Background: an optimization exercise with open tools, aiming at small area, a short achievable clock period and few clock cycles. Do not read the settings as production practice.
Function was checked by simulation only, so behaviour that the tests miss may differ from the original.
No activity file was given, so power comes from the tool's default toggle rates.

--- config.mk ---
export PLATFORM = sky130hd
export DESIGN_NAME = FPU
export DESIGN_NICKNAME = FPU
export VERILOG_FILES = /design/flow/design.v
export SDC_FILE = /design/flow/constraint.sdc
export NUM_CORES = 4
export LEC_CHECK = 0
export CAP_MARGIN = 20
export CORE_MARGIN = 2
export CORE_UTILIZATION = 40
export SLEW_MARGIN = 20
--- constraint.sdc ---
create_clock -name core_clock -period 10.0 [get_ports {clk}]
set_input_delay 2.0000 -clock core_clock [delete_from_list [all_inputs] [get_ports {clk}]]
set_output_delay 2.0000 -clock core_clock [all_outputs]
set_load 0.01 [all_outputs]
--- design.v ---
module FPU(clk, rstn, ctl, x1, x2, y, ready, en);
    input clk, rstn;
    input [4:0] ctl;
    input [31:0] x1, x2;
    input en;
    output reg ready;
    output reg [31:0] y;
    reg [3:0] count;
    wire fadd = (ctl == 0);
    wire fsub = (ctl == 1);
    wire fmul = (ctl == 2);
    wire finv = (ctl == 3);
    wire fdiv = (ctl == 4);
    wire fhalf = (ctl == 5);
    wire ftoi = (ctl == 6);
    wire itof = (ctl == 7);
    wire floor = (ctl == 8);
    wire feq = (ctl == 9);
    wire fle = (ctl == 10);
    wire fabs = (ctl == 11);
    wire fneg = (ctl == 12);
    wire fless = (ctl == 13);
    wire fmin = (ctl == 14);
    wire fmax = (ctl == 15);
    wire fiszero = (ctl == 16);
    wire fispos = (ctl == 17);
    wire fisneg = (ctl == 18);
    wire sqrt = (ctl == 19);
    wire fsqr = (ctl == 20);
    wire [31:0] fadd_y, fsub_y, fmul_y, fhalf_y, fabs_y, fneg_y;
    wire [31:0] ftoi_y, itof_y, floor_y, fmin_y, fmax_y, fsqr_y;
    wire feq_y, fle_y, fiszero_y, fispos_y, fisneg_y, fless_y;
    wire ovf_add, ovf_sub, ovf_mul, ovf_sqr;
    fadd fadd_instance(x1, x2, fadd_y, ovf_add, clk, rstn);
    fsub fsub_instance(x1, x2, fsub_y, ovf_sub, clk, rstn);
    fmul fmul_instance(x1, x2, fmul_y, ovf_mul, clk, rstn);
    fhalf fhalf_instance(x1, fhalf_y, clk, rstn);
    ftoi ftoi_instance(x1, ftoi_y, clk, rstn);
    itof itof_instance(x1, itof_y, clk, rstn);
    floor floor_instance(x1, floor_y, clk, rstn);
    feq feq_instance(x1, x2, feq_y, clk, rstn);
    fle fle_instance(x1, x2, fle_y, clk, rstn);
    fabs fabs_instance(x1, fabs_y, clk, rstn);
    fneg fneg_instance(x1, fneg_y, clk, rstn);
    fless fless_instance(x1, x2, fless_y, clk, rstn);
    fmin fmin_instance(x1, x2, fmin_y, clk, rstn);
    fmax fmax_instance(x1, x2, fmax_y, clk, rstn);
    fiszero fiszero_instance(x1, fiszero_y, clk, rstn);
    fispos fis_instance(x1, fispos_y, clk, rstn);
    fisneg fisneg_instance(x1, fisneg_y, clk, rstn);
    fmul fsqr_instance(x1, x1, fsqr_y, ovf_sqr, clk, rstn);
    localparam FADD_NSTAGE = 2;
    localparam FSUB_NSTAGE = 2;
    localparam FMUL_NSTAGE = 2;
    localparam FINV_NSTAGE = 2;
    localparam FDIV_NSTAGE = 4;
    localparam FHALF_NSTAGE = 0;
    localparam FTOI_NSTAGE = 1;
    localparam ITOF_NSTAGE = 1;
    localparam FLOOR_NSTAGE = 1;
    localparam FEQ_NSTAGE = 0;
    localparam FLE_NSTAGE = 0;
    localparam FABS_NSTAGE = 0;
    localparam FNEG_NSTAGE = 0;
    localparam FLESS_NSTAGE = 0;
    localparam FMIN_NSTAGE = 0;
    localparam FMAX_NSTAGE = 0;
    localparam FISZERO_NSTAGE = 0;
    localparam FISPOS_NSTAGE = 0;
    localparam FISNEG_NSTAGE = 0;
    localparam SQRT_NSTAGE = 4;
    localparam FSQR_NSTAGE = FMUL_NSTAGE;
    always @(posedge clk) begin
        if(~rstn) begin
            ready <= 0;
            y <= 0;
            count <= 0;
        end else if (en) begin
            if(fadd) begin
                count <= FADD_NSTAGE;
                ready <= 0;
            end else if(fsub) begin
                count <= FSUB_NSTAGE;
                ready <= 0;
            end else if(fmul) begin
                count <= FMUL_NSTAGE;
                ready <= 0;
            end else if(fhalf) begin
                count <= FHALF_NSTAGE;
                y <= fhalf_y;
                ready <= 1;
            end else if(ftoi) begin
                count <= FTOI_NSTAGE;
                ready <= 0;
            end else if(itof) begin
                count <= ITOF_NSTAGE;
                ready <= 0;
            end else if(floor) begin
                count <= FLOOR_NSTAGE;
                ready <= 0;
            end else if(feq) begin
                count <= FEQ_NSTAGE;
                y <= {31'b0, feq_y};
                ready <= 1;
            end else if(fle) begin
                count <= FLE_NSTAGE;
                y <= {31'b0, fle_y};
                ready <= 1;
            end else if(fabs) begin
                count <= FABS_NSTAGE;
                y <= fabs_y;
                ready <= 1;
            end else if(fneg) begin
                count <= FNEG_NSTAGE;
                y <= fneg_y;
                ready <= 1;
            end else if(fless) begin
                count <= FLESS_NSTAGE;
                y <= {31'b0, fless_y};
                ready <= 1;
            end else if(fmin) begin
                count <= FMIN_NSTAGE;
                y <= fmin_y;
                ready <= 1;
            end else if(fmax) begin
                count <= FMAX_NSTAGE;
                y <= fmax_y;
                ready <= 1;
            end else if(fiszero) begin
                count <= FISZERO_NSTAGE;
                y <= {31'b0, fiszero_y};
                ready <= 1;
            end else if(fispos) begin
                count <= FISPOS_NSTAGE;
                y <= {31'b0, fispos_y};
                ready <= 1;
            end else if(fisneg) begin
                count <= FISNEG_NSTAGE;
                y <= {31'b0, fisneg_y};
                ready <= 1;
            end else if(fsqr) begin
                count <= FSQR_NSTAGE;
                ready <= 0;
            end
        end else if (count == 1) begin
            if(fadd) begin
                y <= fadd_y;
            end else if (fsub) begin
                y <= fsub_y;
            end else if (fmul) begin
                y <= fmul_y;
            end else if (ftoi) begin
                y <= ftoi_y;
            end else if (itof) begin
                y <= itof_y;
            end else if (floor) begin
                y <= floor_y;
            end else if (fsqr) begin
                y <= fsqr_y;
            end
            ready <= 1;
            count <= 0;
        end else if (count == 0) begin
            ready <= 0;
        end else begin
            count <= count - 1;
        end
    end
endmodule
`default_nettype none
module fadd #(NSTAGE = 2)(
    input wire [31:0] x1,
    input wire [31:0] x2,
    output wire [31:0] y,
    output wire ovf,
    input wire clk,
    input wire rstn); 
wire [31:0] lx = (x1[30:0] >= x2[30:0]) ? x1 : x2;
wire [31:0] sx = (x1[30:0] >= x2[30:0]) ? x2 : x1;
wire [7:0] shift = lx[30:23] - sx[30:23];
wire [25:0] lf25 = {1'b1, lx[22:0], 2'b00};
wire [23:0] sfp1 = (sx[30:23] == 8'b0) ? 0 : {1'b1, sx[22:0]};
wire [25:0] sf25 =  (shift == 0) ? {sfp1, 2'b00} :
                    (shift == 1) ? {1'b0, sfp1, 1'b0} :
                    (shift == 2) ? {2'b0, sfp1} :
                    (shift == 3) ? {3'b0, sfp1[23:1]} :
                    (shift == 4) ? {4'b0, sfp1[23:2]} :
                    (shift == 5) ? {5'b0, sfp1[23:3]} :
                    (shift == 6) ? {6'b0, sfp1[23:4]} :
                    (shift == 7) ? {7'b0, sfp1[23:5]} :
                    (shift == 8) ? {8'b0, sfp1[23:6]} :
                    (shift == 9) ? {9'b0, sfp1[23:7]} :
                    (shift == 10) ? {10'b0, sfp1[23:8]} :
                    (shift == 11) ? {11'b0, sfp1[23:9]} :
                    (shift == 12) ? {12'b0, sfp1[23:10]} :
                    (shift == 13) ? {13'b0, sfp1[23:11]} :
                    (shift == 14) ? {14'b0, sfp1[23:12]} :
                    (shift == 15) ? {15'b0, sfp1[23:13]} :
                    (shift == 16) ? {16'b0, sfp1[23:14]} :
                    (shift == 17) ? {17'b0, sfp1[23:15]} :
                    (shift == 18) ? {18'b0, sfp1[23:16]} :
                    (shift == 19) ? {19'b0, sfp1[23:17]} :
                    (shift == 20) ? {20'b0, sfp1[23:18]} :
                    (shift == 21) ? {21'b0, sfp1[23:19]} :
                    (shift == 22) ? {22'b0, sfp1[23:20]} :
                    (shift == 23) ? {23'b0, sfp1[23:21]} :
                    (shift == 24) ? {24'b0, sfp1[23:22]} :
                    (shift == 25) ? {25'b0, sfp1[23]} : 26'b0;
reg [31:0] lxr[1:0];
reg [31:0] sxr;
reg [25:0] lf25r, sf25r;
wire [26:0] af26 = (lxr[0][31]^sxr[31]) ? lf25r - sf25r : lf25r + sf25r;
wire inc =  (af26[26]) ? af26[2] :
            (af26[25]) ? af26[1] :
            (af26[24]) ? af26[0] : 0;
wire [23:0] afnc =  (af26[26]) ? af26[26:3] :
                    (af26[25]) ? af26[25:2] :
                    (af26[24]) ? af26[24:1] :
                    (af26[23]) ? af26[23:0] : 
                    (af26[22]) ? {af26[22:0], 1'b0} :
                    (af26[21]) ? {af26[21:0], 2'b0} :
                    (af26[20]) ? {af26[20:0], 3'b0} :
                    (af26[19]) ? {af26[19:0], 4'b0} :
                    (af26[18]) ? {af26[18:0], 5'b0} :
                    (af26[17]) ? {af26[17:0], 6'b0} :
                    (af26[16]) ? {af26[16:0], 7'b0} :
                    (af26[15]) ? {af26[15:0], 8'b0} :
                    (af26[14]) ? {af26[14:0], 9'b0} :
                    (af26[13]) ? {af26[13:0], 10'b0} :
                    (af26[12]) ? {af26[12:0], 11'b0} :
                    (af26[11]) ? {af26[11:0], 12'b0} :
                    (af26[10]) ? {af26[10:0], 13'b0} :
                    (af26[9]) ? {af26[9:0], 14'b0} :
                    (af26[8]) ? {af26[8:0], 15'b0} :
                    (af26[7]) ? {af26[7:0], 16'b0} :
                    (af26[6]) ? {af26[6:0], 17'b0} :
                    (af26[5]) ? {af26[5:0], 18'b0} :
                    (af26[4]) ? {af26[4:0], 19'b0} :
                    (af26[3]) ? {af26[3:0], 20'b0} :
                    (af26[2]) ? {af26[2:0], 21'b0} :
                    (af26[1]) ? {af26[1:0], 22'b0} :
                    (af26[0]) ? {af26[0], 23'b0} : 0;
wire [4:0] top =    (af26[26]) ? 26 :
                    (af26[25]) ? 25 :
                    (af26[24]) ? 24 :
                    (af26[23]) ? 23 : 
                    (af26[22]) ? 22 :
                    (af26[21]) ? 21 :
                    (af26[20]) ? 20 :
                    (af26[19]) ? 19 :
                    (af26[18]) ? 18 :
                    (af26[17]) ? 17 :
                    (af26[16]) ? 16 :
                    (af26[15]) ? 15 :
                    (af26[14]) ? 14 :
                    (af26[13]) ? 13 :
                    (af26[12]) ? 12 :
                    (af26[11]) ? 11 :
                    (af26[10]) ? 10 :
                    (af26[9]) ? 9 :
                    (af26[8]) ? 8 :
                    (af26[7]) ? 7 :
                    (af26[6]) ? 6 :
                    (af26[5]) ? 5 :
                    (af26[4]) ? 4 :
                    (af26[3]) ? 3 :
                    (af26[2]) ? 2 :
                    (af26[1]) ? 1 :
                    (af26[0]) ? 0 : 0;
reg [23:0] afncr;
reg incr;
reg [4:0] topr;
wire [24:0] af = afncr + incr;
wire [4:0] ttop = topr + af[24];
wire [8:0] ae = lxr[1][30:23] + ttop - 25;
wire ys = lxr[1][31];
wire [7:0] ye = (ae[8]) ? ((ttop >= 25) ? 8'b11111111 : 8'b0) : ae[7:0];
wire [22:0] yf = (ye == 8'b0 || ye == 8'b11111111) ? 23'b0 : af[22:0];
assign y = (&lxr[1][30:23]) ? lxr[1] : {ys, ye, yf};
assign ovf = (ye == 8'b0 || ye == 8'b11111111) && (|af[22:0]);
always @(posedge clk) begin
    if(~rstn) begin
        lxr[0] <= 'b0;
        sxr <= 'b0;
        lf25r <= 'b0;
        sf25r <= 'b0;
        afncr <= 'b0;
        incr <= 'b0;
        topr <= 'b0;
    end else begin
        lxr[0] <= lx;
        lxr[1] <= lxr[0];
        sxr <= sx;
        lf25r <= lf25;
        sf25r <= sf25;
        afncr <= afnc;
        incr <= inc;
        topr <= top;
    end
end
endmodule
`default_nettype wire
`default_nettype none
module fsub #(NSTAGE = 2)(
    input wire [31:0] x1,
    input wire [31:0] x2,
    output wire [31:0] y,
    output wire ovf,
    input wire clk,
    input wire rstn); 
wire [31:0] lx = (x1[30:0] >= x2[30:0]) ? x1 : {~x2[31], x2[30:0]};
wire [31:0] sx = (x1[30:0] >= x2[30:0]) ? {~x2[31], x2[30:0]} : x1;
wire [7:0] shift = lx[30:23] - sx[30:23];
wire [25:0] lf25 = {1'b1, lx[22:0], 2'b00};
wire [23:0] sfp1 = (sx[30:23] == 8'b0) ? 0 : {1'b1, sx[22:0]};
wire [25:0] sf25 =  (shift == 0) ? {sfp1, 2'b00} :
                    (shift == 1) ? {1'b0, sfp1, 1'b0} :
                    (shift == 2) ? {2'b0, sfp1} :
                    (shift == 3) ? {3'b0, sfp1[23:1]} :
                    (shift == 4) ? {4'b0, sfp1[23:2]} :
                    (shift == 5) ? {5'b0, sfp1[23:3]} :
                    (shift == 6) ? {6'b0, sfp1[23:4]} :
                    (shift == 7) ? {7'b0, sfp1[23:5]} :
                    (shift == 8) ? {8'b0, sfp1[23:6]} :
                    (shift == 9) ? {9'b0, sfp1[23:7]} :
                    (shift == 10) ? {10'b0, sfp1[23:8]} :
                    (shift == 11) ? {11'b0, sfp1[23:9]} :
                    (shift == 12) ? {12'b0, sfp1[23:10]} :
                    (shift == 13) ? {13'b0, sfp1[23:11]} :
                    (shift == 14) ? {14'b0, sfp1[23:12]} :
                    (shift == 15) ? {15'b0, sfp1[23:13]} :
                    (shift == 16) ? {16'b0, sfp1[23:14]} :
                    (shift == 17) ? {17'b0, sfp1[23:15]} :
                    (shift == 18) ? {18'b0, sfp1[23:16]} :
                    (shift == 19) ? {19'b0, sfp1[23:17]} :
                    (shift == 20) ? {20'b0, sfp1[23:18]} :
                    (shift == 21) ? {21'b0, sfp1[23:19]} :
                    (shift == 22) ? {22'b0, sfp1[23:20]} :
                    (shift == 23) ? {23'b0, sfp1[23:21]} :
                    (shift == 24) ? {24'b0, sfp1[23:22]} :
                    (shift == 25) ? {25'b0, sfp1[23]} : 26'b0;
reg [31:0] lxr[1:0];
reg [31:0] sxr;
reg [25:0] lf25r, sf25r;
wire [26:0] af26 = (lxr[0][31]^sxr[31]) ? lf25r - sf25r : lf25r + sf25r;
wire inc =  (af26[26]) ? af26[2] :
            (af26[25]) ? af26[1] :
            (af26[24]) ? af26[0] : 0;
wire [23:0] afnc =  (af26[26]) ? af26[26:3] :
                    (af26[25]) ? af26[25:2] :
                    (af26[24]) ? af26[24:1] :
                    (af26[23]) ? af26[23:0] : 
                    (af26[22]) ? {af26[22:0], 1'b0} :
                    (af26[21]) ? {af26[21:0], 2'b0} :
                    (af26[20]) ? {af26[20:0], 3'b0} :
                    (af26[19]) ? {af26[19:0], 4'b0} :
                    (af26[18]) ? {af26[18:0], 5'b0} :
                    (af26[17]) ? {af26[17:0], 6'b0} :
                    (af26[16]) ? {af26[16:0], 7'b0} :
                    (af26[15]) ? {af26[15:0], 8'b0} :
                    (af26[14]) ? {af26[14:0], 9'b0} :
                    (af26[13]) ? {af26[13:0], 10'b0} :
                    (af26[12]) ? {af26[12:0], 11'b0} :
                    (af26[11]) ? {af26[11:0], 12'b0} :
                    (af26[10]) ? {af26[10:0], 13'b0} :
                    (af26[9]) ? {af26[9:0], 14'b0} :
                    (af26[8]) ? {af26[8:0], 15'b0} :
                    (af26[7]) ? {af26[7:0], 16'b0} :
                    (af26[6]) ? {af26[6:0], 17'b0} :
                    (af26[5]) ? {af26[5:0], 18'b0} :
                    (af26[4]) ? {af26[4:0], 19'b0} :
                    (af26[3]) ? {af26[3:0], 20'b0} :
                    (af26[2]) ? {af26[2:0], 21'b0} :
                    (af26[1]) ? {af26[1:0], 22'b0} :
                    (af26[0]) ? {af26[0], 23'b0} : 0;
wire [4:0] top =    (af26[26]) ? 26 :
                    (af26[25]) ? 25 :
                    (af26[24]) ? 24 :
                    (af26[23]) ? 23 : 
                    (af26[22]) ? 22 :
                    (af26[21]) ? 21 :
                    (af26[20]) ? 20 :
                    (af26[19]) ? 19 :
                    (af26[18]) ? 18 :
                    (af26[17]) ? 17 :
                    (af26[16]) ? 16 :
                    (af26[15]) ? 15 :
                    (af26[14]) ? 14 :
                    (af26[13]) ? 13 :
                    (af26[12]) ? 12 :
                    (af26[11]) ? 11 :
                    (af26[10]) ? 10 :
                    (af26[9]) ? 9 :
                    (af26[8]) ? 8 :
                    (af26[7]) ? 7 :
                    (af26[6]) ? 6 :
                    (af26[5]) ? 5 :
                    (af26[4]) ? 4 :
                    (af26[3]) ? 3 :
                    (af26[2]) ? 2 :
                    (af26[1]) ? 1 :
                    (af26[0]) ? 0 : 0;
reg [23:0] afncr;
reg incr;
reg [4:0] topr;
wire [24:0] af = afncr + incr;
wire [4:0] ttop = topr + af[24];
wire [8:0] ae = lxr[1][30:23] + ttop - 25;
wire ys = lxr[1][31];
wire [7:0] ye = (ae[8]) ? ((ttop >= 25) ? 8'b11111111 : 8'b0) : ae[7:0];
wire [22:0] yf = (ye == 8'b0 || ye == 8'b11111111) ? 23'b0 : af[22:0];
assign y = (&lxr[1][30:23]) ? lxr[1] : {ys, ye, yf};
assign ovf = (ye == 8'b0 || ye == 8'b11111111) && (|af[22:0]);
always @(posedge clk) begin
    if(~rstn) begin
        lxr[0] <= 'b0;
        sxr <= 'b0;
        lf25r <= 'b0;
        sf25r <= 'b0;
        afncr <= 'b0;
        incr <= 'b0;
        topr <= 'b0;
    end else begin
        lxr[0] <= lx;
        lxr[1] <= lxr[0];
        sxr <= sx;
        lf25r <= lf25;
        sf25r <= sf25;
        afncr <= afnc;
        incr <= inc;
        topr <= top;
    end
end
endmodule
`default_nettype wire
`default_nettype none
module fmul #(parameter NSTAGE = 2)(
    input wire [31:0] x1,
    input wire [31:0] x2,
    output wire [31:0] y,
    output wire ovf,
    input wire clk,
    input wire rstn);
wire [22:0] m1 = x1[22:0];
wire [22:0] m2 = x2[22:0];
wire [12:0] hi1 = {1'b1, m1[22:11]};
wire [10:0] lo1 = m1[10:0];
wire [12:0] hi2 = {1'b1, m2[22:11]};
wire [10:0] lo2 = m2[10:0];
reg [31:0] x1r[2:0];
reg [31:0] x2r[2:0];
reg [12:0] hi1r, hi2r;
reg [10:0] lo1r, lo2r;
wire [25:0] hh = hi1r * hi2r;
wire [23:0] hl = hi1r * lo2r;
wire [23:0] lh = lo1r * hi2r;
reg [25:0] hhr;
reg [23:0] hlr;
reg [23:0] lhr;
wire [26:0] mmul = hhr + hlr[23:11] + lhr[23:11] + 2;
wire [22:0] ym0 =   (mmul[26] == 1) ? mmul[25:3] :
                    (mmul[25] == 1) ? mmul[24:2] :
                    (mmul[24] == 1) ? mmul[23:1] : mmul[22:0];
wire s1 = x1r[1][31];
wire s2 = x2r[1][31];
wire ys = s1 ^ s2;
wire [7:0] e1= x1r[1][30:23];
wire [7:0] e2= x2r[1][30:23];
wire [9:0] ye0 = e1 + e2 + 129;       
wire iszero = (~(|x1r[1][30:23]) | ~(|x2r[1][30:23]));
wire isinf = (&x1r[1][30:23]) | (&x2r[1][30:23]);
wire [8:0] ye1 =    (ye0[9] == 1) ? 255 :
                    (ye0[8] == 0) ? 0 :
                    (mmul[26] == 1) ? ye0[7:0] + 2 :
                    (mmul[25] == 1) ? ye0[7:0] + 1 : ye0[7:0];
wire [7:0] ye = (ye1[8]) ? 255 : ye1[7:0];
wire [22:0] ym = (ye == 255 || ye == 0) ? 0 : ym0;
assign y =  (iszero) ? {ys, 31'b0} :
            (isinf) ? {ys, 8'b11111111, 23'b0} : {ys, ye, ym};
assign ovf = (ye0[9] == 1) ? 1 : 0;
always @(posedge clk) begin
    if(~rstn) begin
        x1r[0] <= 'b0;
        x2r[0] <= 'b0;
        hhr <= 'b0;
        hlr <= 'b0;
        lhr <= 'b0;
        hi1r <= 'b0;
        hi2r <= 'b0;
        lo1r <= 'b0;
        lo2r <= 'b0;
    end else begin
        x1r[0] <= x1;
        x2r[0] <= x2;
        x1r[1] <= x1r[0];
        x2r[1] <= x2r[0];
        hi1r <= hi1;
        lo1r <= lo1;
        hi2r <= hi2;
        lo2r <= lo2;
        hhr <= hh;
        hlr <= hl;
        lhr <= lh;
    end
end
endmodule
`default_nettype wire
`default_nettype none
module fhalf (
    input wire [31:0] x,
    output wire [31:0] y,
    input wire clk,
    input wire rstn);
wire [7:0] e = x[30:23];
wire [22:0] m = x[22:0];
wire [7:0] xem1 =   (e == 8'b00000000) ? 8'b00000000 :
                    (e == 8'b11111111) ? 8'b11111111 : e - 1;
assign y = (e == 8'b00000001) ? ( (&m) ? {x[31], 8'b00000001, 23'b0} : {x[31], 8'b0, x[23:1]} + (x[0] & x[1])) :
            {x[31], xem1, x[22:0]};
endmodule
`default_nettype wire
`default_nettype none
module ftoi #(parameter NSTAGE = 1)(
    input wire [31:0] x,
    output wire [31:0] y,
    input wire clk,
    input wire rstn);
wire [7:0] e = x[30:23];
wire [22:0] m = x[22:0];
wire [31:0] absyni =(e < 8'b01111110) ? 32'b0 :
                    (e == 8'b01111110) ? 32'b1 :
                    (e == 8'b01111111) ? 32'b1 :
                    (e == 8'b10000000) ? {31'b1, m[22]}:
                    (e == 8'b10000001) ? {30'b1, m[22:21]} :
                    (e == 8'b10000010) ? {29'b1, m[22:20]} :
                    (e == 8'b10000011) ? {28'b1, m[22:19]} :
                    (e == 8'b10000100) ? {27'b1, m[22:18]} :
                    (e == 8'b10000101) ? {26'b1, m[22:17]} :
                    (e == 8'b10000110) ? {25'b1, m[22:16]} :
                    (e == 8'b10000111) ? {24'b1, m[22:15]} :
                    (e == 8'b10001000) ? {23'b1, m[22:14]} :
                    (e == 8'b10001001) ? {22'b1, m[22:13]} :
                    (e == 8'b10001010) ? {21'b1, m[22:12]} :
                    (e == 8'b10001011) ? {20'b1, m[22:11]} :
                    (e == 8'b10001100) ? {19'b1, m[22:10]} :
                    (e == 8'b10001101) ? {18'b1, m[22:9]} :
                    (e == 8'b10001110) ? {17'b1, m[22:8]} :
                    (e == 8'b10001111) ? {16'b1, m[22:7]} :
                    (e == 8'b10010000) ? {15'b1, m[22:6]} :
                    (e == 8'b10010001) ? {14'b1, m[22:5]} :
                    (e == 8'b10010010) ? {13'b1, m[22:4]} :
                    (e == 8'b10010011) ? {12'b1, m[22:3]} :
                    (e == 8'b10010100) ? {11'b1, m[22:2]} :
                    (e == 8'b10010101) ? {10'b1, m[22:1]} :
                    (e == 8'b10010110) ? {9'b1, m[22:0]} :
                    (e == 8'b10010111) ? {8'b1, m[22:0], 1'b0} :
                    (e == 8'b10011000) ? {7'b1, m[22:0], 2'b0} :
                    (e == 8'b10011001) ? {6'b1, m[22:0], 3'b0} :
                    (e == 8'b10011010) ? {5'b1, m[22:0], 4'b0} :
                    (e == 8'b10011011) ? {4'b1, m[22:0], 5'b0} :
                    (e == 8'b10011100) ? {3'b1, m[22:0], 6'b0} :
                    (e == 8'b10011101) ? {2'b1, m[22:0], 7'b0} :
                        {1'b1, 31'b0};
wire inc =  (e == 8'b01111111) ? m[22] :
            (e == 8'b10000000) ? m[21] :
            (e == 8'b10000001) ? m[20] :
            (e == 8'b10000010) ? m[19] :
            (e == 8'b10000011) ? m[18] :
            (e == 8'b10000100) ? m[17] :
            (e == 8'b10000101) ? m[16] :
            (e == 8'b10000110) ? m[15] :
            (e == 8'b10000111) ? m[14] :
            (e == 8'b10001000) ? m[13] :
            (e == 8'b10001001) ? m[12] :
            (e == 8'b10001010) ? m[11] :
            (e == 8'b10001011) ? m[10] :
            (e == 8'b10001100) ? m[9] :
            (e == 8'b10001101) ? m[8] :
            (e == 8'b10001110) ? m[7] :
            (e == 8'b10001111) ? m[6] :
            (e == 8'b10010000) ? m[5] :
            (e == 8'b10010001) ? m[4] :
            (e == 8'b10010010) ? m[3] :
            (e == 8'b10010011) ? m[2] :
            (e == 8'b10010100) ? m[1] :
            (e == 8'b10010101) ? m[0] : 1'b0;
reg [31:0] xr;
reg [31:0] absynir;
reg incr;
wire [31:0] absy = absynir + incr;
wire s = xr[31];
assign y = (s == 0) ? absy : (~absy) + 1'b1;
always @(posedge clk) begin
    if(~rstn) begin
        xr <= 'b0;
        absynir <= 'b0;
        incr <= 'b0;
    end else begin
        xr <= x;
        absynir <= absyni;
        incr <= inc;
    end
end
endmodule
`default_nettype wire
`default_nettype none
module itof #(parameter NSTAGE = 1) (
    input wire [31:0] x,
    output wire [31:0] y,
    input wire clk,
    input wire rstn);
wire s = x[31];      
wire [31:0] absx = (s == 0) ? x : (~x) + 1'b1;       
wire [31:0] yni =   (absx[30] == 1) ? {s, 8'b10011101, absx[29:7]} :
                    (absx[29] == 1) ? {s, 8'b10011100, absx[28:6]} :
                    (absx[28] == 1) ? {s, 8'b10011011, absx[27:5]} :
                    (absx[27] == 1) ? {s, 8'b10011010, absx[26:4]} :
                    (absx[26] == 1) ? {s, 8'b10011001, absx[25:3]} :
                    (absx[25] == 1) ? {s, 8'b10011000, absx[24:2]} :
                    (absx[24] == 1) ? {s, 8'b10010111, absx[23:1]} :
                    (absx[23] == 1) ? {s, 8'b10010110, absx[22:0]} :
                    (absx[22] == 1) ? {s, 8'b10010101, absx[21:0], 1'b0} :
                    (absx[21] == 1) ? {s, 8'b10010100, absx[20:0], 2'b0} :
                    (absx[20] == 1) ? {s, 8'b10010011, absx[19:0], 3'b0} :
                    (absx[19] == 1) ? {s, 8'b10010010, absx[18:0], 4'b0} :
                    (absx[18] == 1) ? {s, 8'b10010001, absx[17:0], 5'b0} :
                    (absx[17] == 1) ? {s, 8'b10010000, absx[16:0], 6'b0} :
                    (absx[16] == 1) ? {s, 8'b10001111, absx[15:0], 7'b0} :
                    (absx[15] == 1) ? {s, 8'b10001110, absx[14:0], 8'b0} :
                    (absx[14] == 1) ? {s, 8'b10001101, absx[13:0], 9'b0} :
                    (absx[13] == 1) ? {s, 8'b10001100, absx[12:0], 10'b0} :
                    (absx[12] == 1) ? {s, 8'b10001011, absx[11:0], 11'b0} :
                    (absx[11] == 1) ? {s, 8'b10001010, absx[10:0], 12'b0} :
                    (absx[10] == 1) ? {s, 8'b10001001, absx[9:0], 13'b0} :
                    (absx[9] == 1) ? {s, 8'b10001000, absx[8:0], 14'b0} :
                    (absx[8] == 1) ? {s, 8'b10000111, absx[7:0], 15'b0} :
                    (absx[7] == 1) ? {s, 8'b10000110, absx[6:0], 16'b0} :
                    (absx[6] == 1) ? {s, 8'b10000101, absx[5:0], 17'b0} :
                    (absx[5] == 1) ? {s, 8'b10000100, absx[4:0], 18'b0} :
                    (absx[4] == 1) ? {s, 8'b10000011, absx[3:0], 19'b0} :
                    (absx[3] == 1) ? {s, 8'b10000010, absx[2:0], 20'b0} :
                    (absx[2] == 1) ? {s, 8'b10000001, absx[1:0], 21'b0} :
                    (absx[1] == 1) ? {s, 8'b10000000, absx[0], 22'b0} :
                    (absx[0] == 1) ? {s, 8'b01111111, 23'b0} : 
                    (absx[31] == 1) ? {1'b1, 8'b10011110, 23'b0} : 32'b0;
wire inc =  (absx[30] == 1) ? absx[6] :
            (absx[29] == 1) ? absx[5] :
            (absx[28] == 1) ? absx[4] :
            (absx[27] == 1) ? absx[3] :
            (absx[26] == 1) ? absx[2] :
            (absx[25] == 1) ? absx[1] :
            (absx[24] == 1) ? absx[0] : 1'b0;
reg [31:0] ynir;
reg incr;
wire [23:0] mp = ynir[22:0] + incr;
wire [8:0] ep =  ynir[30:23] + mp[23];
wire ys = ynir[31];
wire [7:0] ye = ep[7:0];
wire [22:0] ym = (mp[23]) ? {1'b0, mp[22:1]} : mp[22:0];
assign y = {ys, ye, ym};
always @(posedge clk) begin
    if(~rstn) begin
        ynir <= 'b0;
        incr <= 'b0;
    end else begin
        ynir <= yni;
        incr <= inc;
    end
end
endmodule
`default_nettype wire
`default_nettype none
module floor #(parameter NSTAGE = 1)(
    input wire [31:0] x,
    output wire [31:0] y,
    input wire clk,
    input wire rstn);
wire s = x[31];
wire [7:0] e = x[30:23];
wire [22:0] m = x[22:0];
wire [23:0] mni =   (e <= 8'b01111111) ? 24'b0 :
                    (e == 8'b10000000) ? {1'b0, m[22], 22'b0} :
                    (e == 8'b10000001) ? {1'b0, m[22:21], 21'b0} :
                    (e == 8'b10000010) ? {1'b0, m[22:20], 20'b0} :
                    (e == 8'b10000011) ? {1'b0, m[22:19], 19'b0} :
                    (e == 8'b10000100) ? {1'b0, m[22:18], 18'b0} :
                    (e == 8'b10000101) ? {1'b0, m[22:17], 17'b0} :
                    (e == 8'b10000110) ? {1'b0, m[22:16], 16'b0} :
                    (e == 8'b10000111) ? {1'b0, m[22:15], 15'b0} :
                    (e == 8'b10001000) ? {1'b0, m[22:14], 14'b0} :
                    (e == 8'b10001001) ? {1'b0, m[22:13], 13'b0} :
                    (e == 8'b10001010) ? {1'b0, m[22:12], 12'b0} :
                    (e == 8'b10001011) ? {1'b0, m[22:11], 11'b0} :
                    (e == 8'b10001100) ? {1'b0, m[22:10], 10'b0} :
                    (e == 8'b10001101) ? {1'b0, m[22:9], 9'b0} :
                    (e == 8'b10001110) ? {1'b0, m[22:8], 8'b0} :
                    (e == 8'b10001111) ? {1'b0, m[22:7], 7'b0} :
                    (e == 8'b10010000) ? {1'b0, m[22:6], 6'b0} :
                    (e == 8'b10010001) ? {1'b0, m[22:5], 5'b0} :
                    (e == 8'b10010010) ? {1'b0, m[22:4], 4'b0} :
                    (e == 8'b10010011) ? {1'b0, m[22:3], 3'b0} :
                    (e == 8'b10010100) ? {1'b0, m[22:2], 2'b0} :
                    (e == 8'b10010101) ? {1'b0, m[22:1], 1'b0} : {1'b0, m};
wire [23:0] restbit =   (e < 8'b01111111) ? {|(x[30:0]), 23'b0} :
                        (e == 8'b01111111) ? {|(m[22:0]), 23'b0} :
                        (e == 8'b10000000) ? {1'b0, |(m[21:0]), 22'b0} :
                        (e == 8'b10000001) ? {2'b0, |(m[20:0]), 21'b0} :
                        (e == 8'b10000010) ? {3'b0, |(m[19:0]), 20'b0} :
                        (e == 8'b10000011) ? {4'b0, |(m[18:0]), 19'b0} :
                        (e == 8'b10000100) ? {5'b0, |(m[17:0]), 18'b0} :
                        (e == 8'b10000101) ? {6'b0, |(m[16:0]), 17'b0} :
                        (e == 8'b10000110) ? {7'b0, |(m[15:0]), 16'b0} :
                        (e == 8'b10000111) ? {8'b0, |(m[14:0]), 15'b0} :
                        (e == 8'b10001000) ? {9'b0, |(m[13:0]), 14'b0} :
                        (e == 8'b10001001) ? {10'b0, |(m[12:0]), 13'b0} :
                        (e == 8'b10001010) ? {11'b0, |(m[11:0]), 12'b0} :
                        (e == 8'b10001011) ? {12'b0, |(m[10:0]), 11'b0} :
                        (e == 8'b10001100) ? {13'b0, |(m[9:0]), 10'b0} :
                        (e == 8'b10001101) ? {14'b0, |(m[8:0]), 9'b0} :
                        (e == 8'b10001110) ? {15'b0, |(m[7:0]), 8'b0} :
                        (e == 8'b10001111) ? {16'b0, |(m[6:0]), 7'b0} :
                        (e == 8'b10010000) ? {17'b0, |(m[5:0]), 6'b0} :
                        (e == 8'b10010001) ? {18'b0, |(m[4:0]), 5'b0} :
                        (e == 8'b10010010) ? {19'b0, |(m[3:0]), 4'b0} :
                        (e == 8'b10010011) ? {20'b0, |(m[2:0]), 3'b0} :
                        (e == 8'b10010100) ? {21'b0, |(m[1:0]), 2'b0} :
                        (e == 8'b10010101) ? {22'b0, m[0], 1'b0} : 24'b0;
wire [7:0] xep = (e < 8'b01111111) ? 8'b0 : e;
reg [31:0] xr;
reg [31:0] mnir;
reg [23:0] restbitr;
reg [7:0] xepr;
wire ys = xr[31];
wire [23:0] mp = (ys) ? mnir + restbitr : mnir;
wire [8:0] ep = (xepr == 8'b0) ? ((mp[23]) ? 9'b001111111 : 9'b000000000) : xepr + mp[23];
wire [7:0] ye = ep[7:0];
wire [22:0] ym = (mp[23]) ? {1'b0, mp[22:1]} : mp[22:0];
always @(posedge clk) begin
    if(~rstn) begin
        xr <= 'b0;
        mnir <= 'b0;
        restbitr <= 'b0;
        xepr <= 'b0;
    end else begin
        xr <= x;
        mnir <= mni;
        restbitr <= restbit;
        xepr <= xep;
    end
end
assign y = {ys, ye, ym};
endmodule
`default_nettype wire
`default_nettype none
module feq (
    input wire [31:0] x1,
    input wire [31:0] x2,
    output wire y,
    input wire clk,
    input wire rstn);
assign y = (x1 == x2);
endmodule
`default_nettype wire
`default_nettype none
module fle (
    input wire [31:0] x1,
    input wire [31:0] x2,
    output wire y,
    input wire clk,
    input wire rstn);
wire s1 = x1[31];
wire [30:0] abs1 = x1[30:0];
wire s2 = x2[31];
wire [30:0] abs2 = x2[30:0];
wire absle, abseq;
assign absle = (abs1 <= abs2);
assign abseq = (abs1 == abs2);
assign y = (~s1 & ~s2 & absle) | (s1 & ~s2) | (s1 & s2 & (~absle | abseq));
endmodule
`default_nettype wire
`default_nettype none
module fabs (
    input wire [31:0] x,
    output wire [31:0] y,
    input wire clk,
    input wire rstn);
assign y = {1'b0, x[30:0]};
endmodule
module fneg (
    input wire [31:0] x,
    output wire [31:0] y,
    input wire clk,
    input wire rstn);
wire s = x[31];
assign y = {~s, x[30:0]};
endmodule
`default_nettype wire
`default_nettype none
module fless (
    input wire [31:0] x1,
    input wire [31:0] x2,
    output wire y,
    input wire clk,
    input wire rstn);
wire s1 = x1[31];
wire [30:0] abs1 = x1[30:0];
wire s2 = x2[31];
wire [30:0] abs2 = x2[30:0];
wire abslt, abseq;
assign abslt = (abs1 < abs2);
assign abseq = (abs1 == abs2);
assign y = (~s1 & ~s2 & abslt) | (s1 & ~s2 & ((|x1[30:0]) | (|x2[30:0]))) | (s1 & s2 & ~abslt & ~abseq);
endmodule
`default_nettype wire
`default_nettype none
module fmin (
    input wire [31:0] x1,
    input wire [31:0] x2,
    output wire [31:0] y,
    input wire clk,
    input wire rstn);
wire s1 = x1[31];
wire [30:0] abs1 = x1[30:0];
wire s2 = x2[31];
wire [30:0] abs2 = x2[30:0];
wire absle = (abs1 <= abs2);
wire abseq = (abs1 == abs2);
wire le = (~s1 & ~s2 & absle) | (s1 & ~s2) | (s1 & s2 & (~absle | abseq));
assign y = (le) ? x1 : x2;
endmodule
module fmax (
    input wire [31:0] x1,
    input wire [31:0] x2,
    output wire [31:0] y,
    input wire clk,
    input wire rstn);
wire s1 = x1[31];
wire [30:0] abs1 = x1[30:0];
wire s2 = x2[31];
wire [30:0] abs2 = x2[30:0];
wire absle = (abs1 <= abs2);
wire abseq = (abs1 == abs2);
wire le = (~s1 & ~s2 & absle) | (s1 & ~s2) | (s1 & s2 & (~absle | abseq));
assign y = (le) ? x2 : x1;
endmodule
`default_nettype wire
`default_nettype none
module fiszero (
    input wire [31:0] x,
    output wire y,
    input wire clk,
    input wire rstn);
assign y = ~(|x[30:0]);
endmodule
module fispos (
    input wire [31:0] x,
    output wire y,
    input wire clk,
    input wire rstn);
assign y = (~x[31] && |x);
endmodule
module fisneg (
    input wire [31:0] x,
    output wire y,
    input wire clk,
    input wire rstn);
assign y = (x[31] && |x[30:0]);
endmodule
`default_nettype wire
--- run.sh ---
#!/bin/bash
# synth_recipe.tcl (not shown) runs the flow's synth.tcl, then flattens the netlist and writes it again
# the make line also repeats each setting of config.mk as NAME=value (left out here)
make -C /OpenROAD-flow-scripts/flow DESIGN_CONFIG=/design/flow/config.mk WORK_HOME=/design/flow/orfs CLKGATE_MAP_FILE= SYNTH_SCRIPT=/design/flow/synth_recipe.tcl finish
==> reports/results.ini <==
[synthesis]
synthesis.area_per_instance_sq_um = 7.522
dominantRegCellSynth = dfxtp_1
synth_enable_flop_cells = 51
synth-seq-area-share_pct = 13.73
async_flop_share_pct = 0
yosys_register_bits = 483
synth_cell_type_count = 126
syn-num-nets = 10992
synthesis.area_sq_um = 74130
yosys_warnings = 11
postSynthCellCount = 9856

[cells_and_area]
layout.cells.most_common_list = 1,034 x nand2_1, 793 x nor2_1, 768 x inv_1
num-fill-cells = 18950
nets_final = 10686
area_occupied_by_multi_input_gates_sq_um = 58350
final_common_cell = nand2_1
layoutNonFillerInstCount = 12102
drive_gt1_share_pct = 6.896
regArea_sq_um = 10200
syn2layout_area_growth_pct = 8.095

[cts]
clockRootBuffer = clkbuf_16
cts_resized = 0
post-cts-setup-buffers = 0
clock_buffers_created_by_tritoncts = 60
clk_pin_slew_ns = 0.08
post_cts_hold_buffer_count = 0
clkLatencyLatePin_ns = 0.69
tritoncts = built
clock_path_buffers = 3
cts.sink_count = 483
htree_num_levels = 2

[worst_setup_path]
critPathRequiredTime_ns = 10.52
critical-path-top-cell-by-count = nor3b_1
endpoint_kind = register
critPathLaunchType = register
crit_path_cell_trace = nor3_1 -> nand3_1 -> nor3_1 -> nor3b_1 -> nand2_1 -> nor3_1 -> nor3b_1 -> nor3b_1 -> nor3b_1 -> nor2_1 -> xnor2_1 -> ha_1 -> inv_1 -> nor2_1 -> o41ai_1 -> nand2_1 -> xor2_1 -> nor2_1 -> nor4b_1 -> a211oi_1 -> o21ai_1 -> a311oi_1
slowest_stage_cell_cp = o41ai_1
critPathArrivalTime_ns = 8.29
worstPathMaxFanout = 10
path_class = reg2reg
crit_path_max_incr_delay_ns = 0.77

[placement]
placed_insts = 11966
dpl.hpwl_microns = 262200
port_buffers = 104
gp_routability_congestion = 1.125

[timing]
worst-slew-pin-transition_ns = 1.279
final_hold_violation_count = 0
maxSlewHeadroom_pct = 14.61
final_max_slew_viol_count = 0
max_freq_mhz = 128.8
unrepaired_setup_endpoints_after_global_routing = no
finalSetupViolCount = 0
setup-tns-final_ns = 0
finalWorstPathRequiredPeriod_ns = 7.766
skew_ns = 0.02517
period_utilisation_layout_pct = 77.66

[floorplanning]
start_util_pct = 40.11
die_area_sq_um = 188800
core.rowCount = 158
fp.coreArea_sq_um = 184800
io_pins = 105
die_h_microns = 434.5
die-width_microns = 434.5

[job]
reported_max_cap_violation_count = 0

[route]
totalWireLength_microns = 352700
via_count = 79125
routed_via_density = 6.538
post_drt_wl_per_cell_microns = 29.15
drc = 0
drt_pre_antenna_iters = 9
antenna_violating_nets_post_route = 0
initialDrtViolationCount = 10427

[global_routing]
first_pass_grt_wire_length_microns = 514600
first_global_vias = 74815
initial_antenna_violation_count = 44
grt-ovfl-total = 0
groute.usage.overall_pct = 36.32
maximum_number_of_pins_on_one_net_before_global_route_repair = 123

[min_path]
worstHoldPathType = reg2reg

[pwr]
power.ir.vdd_worst_mv = 0.4499
p_leak_uw = 0.03328
design_power_total_uw = 18900
power_density_nw_per_um2 = 235.8

[outcome]
outcome = finished clean

-- final timing paths --
check	to	from	depth (start not counted)	slack (ns)
setup / recovery	fadd_instance.afncr[19]	fsub_instance.sf25r[2]	22	2.23
hold / removal	fmul_instance.x2r[1][23]	fmul_instance.x2r[0][23]	0	0.39
setup reg to reg	fadd_instance.afncr[19]	fsub_instance.sf25r[2]	22	2.23
hold reg to reg	fmul_instance.x2r[1][23]	fmul_instance.x2r[0][23]	0	0.39
-- per-stage QoR --
step                      util [%]  cell area [sq um]  setup slack [ns]  hold WS (ns)
after floorplan                  -              74130             2.773        0.3855
after global placement       42.15              77900             1.852        0.3873
after detailed placement     42.15              77910             1.845        0.3887
after CTS                    43.31              80050             2.537        0.3967
after global routing         43.34              80110             1.765        0.4050
final                        43.35              80130             2.234        0.3944
-- report_power, final --
part | switching [uW] | leakage, uW | total [uW] | internal (uW)
sequential | 345 | 0.00409 | 2580 | 2240
clock | 1010 | 0.00104 | 2420 | 1410
combinational | 9460 | 0.0281 | 13900 | 4440
-- routing by layer --
metal / GRT usage (%) / wire, microns
met5: 0.05123 / 283
met4: 22.12 / 26830
met3: 8.959 / 37180
met2: 54.24 / 148400
met1: 47.09 / 140100
-- registers in the layout, indices dropped and copies added (netlist names), 20 cells and up --
register / count
fsub_instance.afncr: 24
floor_instance.restbitr: 23
fmul_instance.x2r: 20
fadd_instance.lxr: 64
y: 32
fsub_instance.sf25r: 23
fsqr_instance.hhr: 25
fmul_instance.hhr: 26
itof_instance.ynir: 31
fadd_instance.afncr: 24
floor_instance.mnir: 23
ftoi_instance.absynir: 32
-- cells in the mapped netlist (all sizes together) (82+ instances only) --
cell    number  share of area, %
nand2     1035               5.2
nor2       801               4.1
inv        770               3.9
clkbuf     695               3.5
a21oi      629               4.3
o21ai      559               3.8
ha         537               9.1
fa         527                14
dfxtp      432                12
and2       369               3.1
xnor2      305               3.6
nand3      281               1.9
nor3       270               1.9
a211oi     188               1.9
xor2       181               2.2
o211ai     158               1.6
a31oi      153               1.3
a221oi     131               1.6
o221ai     114               1.3
o22ai      106              0.89
and3        95              0.81
buf         91              0.59
mux2i       90               1.2
nand4       82              0.71
-- worst max-delay path: cells and delay by family, from the launching register on --
family                   cells  cell delay [ns]
AND/OR/NAND/NOR             14             5.03
buffers and inverters        1             0.11
adder cells (fa/ha/maj)      1             0.38
flip-flops                   1             0.44
XOR/XNOR                     2             0.47
AO/OA/AOI/OAI                4             1.15
-- cells by family (layout without fill, tap and decap cells) --
| kind of cell | Yosys count | in the layout | share of synthesized area (%) |
|---|---|---|---|
| compound gates | 2830 | 2830 | 26.01 |
| xor+xnor | 487 | 487 | 5.814 |
| fa+ha+maj | 1064 | 1064 | 23.29 |
| buf+inv | 1563 | 1307 | 8.049 |
| flops | 483 | 483 | 13.73 |
| mux | 124 | 124 | 1.762 |
| other cells | 0 | 22 | 0 |
| simple gates | 3305 | 3305 | 21.34 |
-- final cells by class --
cell class	count	share of cell area, %
multi-input cells	7810	72.82
flip-flops and latches	483	12.73
repair buffers	418	4.200
well taps	2480	3.872
inverters	777	3.646
clock buffers	73	2.052
clock inverters	39	0.6136
diodes	22	0.06870
Testbench counts, summed over its fixed seeds: cycles 53,950.

static timing again, ports no longer ideal:
Ports are ideal in the flow. The routed layout listed here was re-timed in OpenROAD. Step 1 (the two cells are an assumption about what drives the block):
set clk [get_ports {clk}]
set_driving_cell -lib_cell sky130_fd_sc_hd__clkbuf_16 $clk
set_driving_cell -lib_cell sky130_fd_sc_hd__buf_2 [delete_from_list [all_inputs] $clk]
Step 2 moves the port delays by t, midway between the first and last clock arrival at a register: inputs arrive t later, outputs are due t later. That takes back most of the time a late clock gives input paths. Slacks: ideal / step 1 / step 2; pairs: ideal / step 1.
t (ns): 0.766
slack for setup (ns): 2.234 / 2.234 / 1.527
worst setup path after step 2: input to register
After both steps setup and hold are still met in this run. For this run, drivers alone change the setup slack by 0.000 ns; drivers and shift together by -0.707 ns.
